This is an optimization exercise on Yosys and OpenROAD, whose aim is small area, a short achievable clock period and few clock cycles per item, not a production implementation.
Where RTL was checked, it was by simulation tests only, not by an equivalence proof against the original.
Power is estimated from default activity; no workload was simulated.

v59:
==> flow/design.v (excerpt) <==
module matrix_multiplier_v2
# (
    parameter ADDR_WIDTH = 17,
    parameter DATA_WIDTH = 32
)
(
    input clk,
    input rst,
    input start,
    input [DATA_WIDTH - 1 : 0] x_data,
    input [DATA_WIDTH - 1 : 0] y_data,
    input [ADDR_WIDTH - 1 : 0] x_rows,
    input [ADDR_WIDTH - 1 : 0] y_cols,
    input [ADDR_WIDTH - 1 : 0] x_cols_y_rows,
    output reg [ADDR_WIDTH - 1 : 0] x_addr,
    output reg [ADDR_WIDTH - 1 : 0] y_addr,
    output reg [ADDR_WIDTH - 1 : 0] z_addr,
    output reg [DATA_WIDTH - 1 : 0] z_data,
    output reg z_wen,
    output reg busy
);
For scale: ~2,800 cells after synthesis, ~500 flip-flops, about 0.030 sq mm of cells after synthesis.
Settings: LEC_CHECK=0, CAP_MARGIN=20, CORE_MARGIN=2, CORE_UTILIZATION=75, CTS_CLUSTER_DIAMETER=100, CTS_CLUSTER_SIZE=28, SLEW_MARGIN=20, SYNTH_HIERARCHICAL=1, SYNTH_MINIMUM_KEEP_SIZE=0; clock period 8.5 ns.
standard.sh (not shown) runs the stock make flow with config.mk's settings and CLKGATE_MAP_FILE= SYNTH_SCRIPT=/design/flow/synth_recipe.tcl, a recipe that flattens the netlist after the stock synthesis.
==> flow/flow/run.sh <==
#!/bin/bash
# The standard layout, with the ports buffered by a plain buffer
# instead of the delay cell buffer_ports picks by default.
set -euo pipefail
bash standard.sh "BUFFER_PORTS_ARGS=-buffer_cell sky130_fd_sc_hd__buf_1" SETUP_SLACK_MARGIN=5.7 finish > standard.log 2>&1
Testbench counts of v59, summed over its fixed seeds: cycles 9,759, items 95.
Here is what was changed in the inputs of v26 compared with v59.
Settings: swapping 28 for 20 in CTS_CLUSTER_SIZE; swapping 75 for 60 in CORE_UTILIZATION.
--- a/flow/flow/run.sh
+++ b/flow/flow/run.sh
@@ -5 +5 @@
-bash standard.sh "BUFFER_PORTS_ARGS=-buffer_cell sky130_fd_sc_hd__buf_1" SETUP_SLACK_MARGIN=5.7 finish > standard.log 2>&1
+bash standard.sh "BUFFER_PORTS_ARGS=-buffer_cell sky130_fd_sc_hd__buf_1" SETUP_SLACK_MARGIN=5.6 finish > standard.log 2>&1
==> results.txt <==
Of v26 and v59, v59 shows the higher global routing met2 resource utilization, with v26 below it. The higher count of vias placed by the detailed router of v26 and v59 is in v59. Re core area: v59 was lower than v26. Compare v26 and v59 | wire length higher: v26. In terms of net switching power of the design, v26 and v59 differ only marginally. Reported for v26 and v59, synthesized instance count turned out identical to the last digit.
The following lists how v21 was set up differently from v26:
Settings: changing CORE_UTILIZATION from 60 to 75.
--- a/flow/flow/run.sh
+++ b/flow/flow/run.sh
@@ -5 +5 @@
-bash standard.sh "BUFFER_PORTS_ARGS=-buffer_cell sky130_fd_sc_hd__buf_1" SETUP_SLACK_MARGIN=5.6 finish > standard.log 2>&1
+bash standard.sh "BUFFER_PORTS_ARGS=-buffer_cell sky130_fd_sc_hd__buf_1" SETUP_SLACK_MARGIN=5.65 finish > standard.log 2>&1
Summary of v21 over v26: clock network fraction of total power has decreased; fmax has increased; top fanout value on the critical path has decreased; worst reg-to-reg path cell count has decreased. In the flow results for v21 and v26, the portion of the layout cell area used by clock cells is smaller on v21. Of the two candidates, v26 has the worse global-route wire length before repair and v21 the better one.
[inputs] v31 vs v21
Settings: setting ABC_AREA to 1 for the first time.
[summary]
- Result: PASS for each of v21 and v31
- v31 — number of logic stages on the critical path including buffering 3 lower, v21 as reference
- Compared to v21, v31 has share of the core filled with cells in the final layout 0.46 points lower.
- When v31 is set beside v21, its total power divided by cell area turns out to be 2.8% smaller.
- Final non-filler cell area on v31 is up relative to v21.
- The higher setup slack after layout of v21 and v31 is in v21.
- Number of filler cells placed in the layout: v31 vs v21 up 227
- v21 reports its launch point of the critical path as acc_s[16]$_DFF_P_ while v31 reports one_r[8]$_DFF_P_.
- Most common cell after layout, fill and taps aside: sky130_fd_sc_hd__nand2_1 -> v31, sky130_fd_sc_hd__dfxtp_1 -> v21
- v31 vs v21: starting density of the core down
- Count of buffering cells on the critical path with inverters included, v21 and v31, lower one = v21.

---

Another version of the RTL of matrix_multiplier_v2 (not shown whole).
For scale: ~450 flip-flops, about 200 I/O pins, about 29000 um2 of cells after synthesis.
// matrix_multiplier_v2
module matrix_multiplier_v2
# (
    parameter ADDR_WIDTH = 17,
    parameter DATA_WIDTH = 32
)
(
    input clk,
    input rst,
    input start,
    input [DATA_WIDTH - 1 : 0] x_data,
    input [DATA_WIDTH - 1 : 0] y_data,
    input [ADDR_WIDTH - 1 : 0] x_rows,
    input [ADDR_WIDTH - 1 : 0] y_cols,
    input [ADDR_WIDTH - 1 : 0] x_cols_y_rows,
    output reg [ADDR_WIDTH - 1 : 0] x_addr,
    output reg [ADDR_WIDTH - 1 : 0] y_addr,
    output reg [ADDR_WIDTH - 1 : 0] z_addr,
    output reg [DATA_WIDTH - 1 : 0] z_data,
    output reg z_wen,
    output reg busy
);
Settings: LEC_CHECK=0, CAP_MARGIN=20, CORE_MARGIN=2, CORE_UTILIZATION=40, SETUP_SLACK_MARGIN=5, SLEW_MARGIN=20, SYNTH_HIERARCHICAL=1, SYNTH_MINIMUM_KEEP_SIZE=0; clock period 8.5 ns.
run.sh (not shown) runs the stock make flow with config.mk's settings and CLKGATE_MAP_FILE= SYNTH_SCRIPT=/design/flow/synth_recipe.tcl, a recipe that flattens the netlist after the stock synthesis.
Stock flow here: none of the scripts above is used.
Change:
==> flow/flow/run.sh (new file) <==
#!/bin/bash
# The standard layout, with the ports buffered by a plain buffer
# instead of the delay cell buffer_ports picks by default.
set -euo pipefail
bash standard.sh "BUFFER_PORTS_ARGS=-buffer_cell sky130_fd_sc_hd__buf_2" SETUP_SLACK_MARGIN=5.8 finish > standard.log 2>&1
==> flow/standard.sh (new file) <==
#!/bin/bash
# synth_recipe.tcl (not shown) runs the flow's synth.tcl, then flattens the netlist and writes it again
# the make line also repeats each setting of config.mk as NAME=value (left out here)
make -C /OpenROAD-flow-scripts/flow DESIGN_CONFIG=/design/flow/config.mk WORK_HOME=/design/flow/orfs CLKGATE_MAP_FILE= SYNTH_SCRIPT=/design/flow/synth_recipe.tcl "${@:-finish}"
removed: flow/run.sh
Result: The changed run completed with no timing, DRC or antenna violations; clock skew increases by 9.1 ps; routed wire length rose by about 6.5%; sequential power climbs by about 1%; combinational power grows by about 7%; non-clock buffer count climbs by 105; total power came out higher by 3.2%.
Change:
==> flow/flow/run.sh (replaced) <==
#!/bin/bash
# The standard layout, with the ports buffered by a plain buffer
# instead of the delay cell buffer_ports picks by default.
set -euo pipefail
bash standard.sh "BUFFER_PORTS_ARGS=-buffer_cell sky130_fd_sc_hd__buf_2" SETUP_SLACK_MARGIN=5.5 finish > standard.log 2>&1
The changed run completed without violations.
Via count shrinks by 1.7%.
Final area shrinks by 4.9%.
Die area does not change.
No functional check of the RTL was part of any run of this note.

==> separate check: timing with driven ports <==
The results above use ideal ports. As a check the final layouts listed here were re-extracted and re-timed, cells and wires unchanged.
Step 1: set_driving_cell puts a clkbuf_16 on clk and a buf_2 on each other input, an assumption about the parent block.
Step 2 moves the port delays by t, midway between the first and last clock arrival at a register: inputs arrive t later, outputs are due t later. That takes back most of the time a late clock gives input paths.
Slacks: ideal ports / drivers / drivers and shift; pairs: ideal ports / drivers.
run	t, ns	setup WS [ns]	pins driven straight from the clock port
v59	0.624	5.716 / 5.671 / 5.226	1
v26	0.648	5.642 / 5.580 / 5.048	1
v21	0.651	5.663 / 5.615 / 5.075	1
v31	0.656	5.588 / 5.588 / 5.153	1
the first run of note 2	0.669	5.059 / 4.996 / 4.433	1
the second run of note 2	0.671	5.515 / 5.515 / 4.948	1
the third run of note 2	0.678	5.435 / 5.435 / 4.801	1
After both steps setup and hold are still met in every run listed. The setup slack of the third run of note 2, which loses most, moves by 0.000 ns with the drivers and by -0.634 ns with both steps.
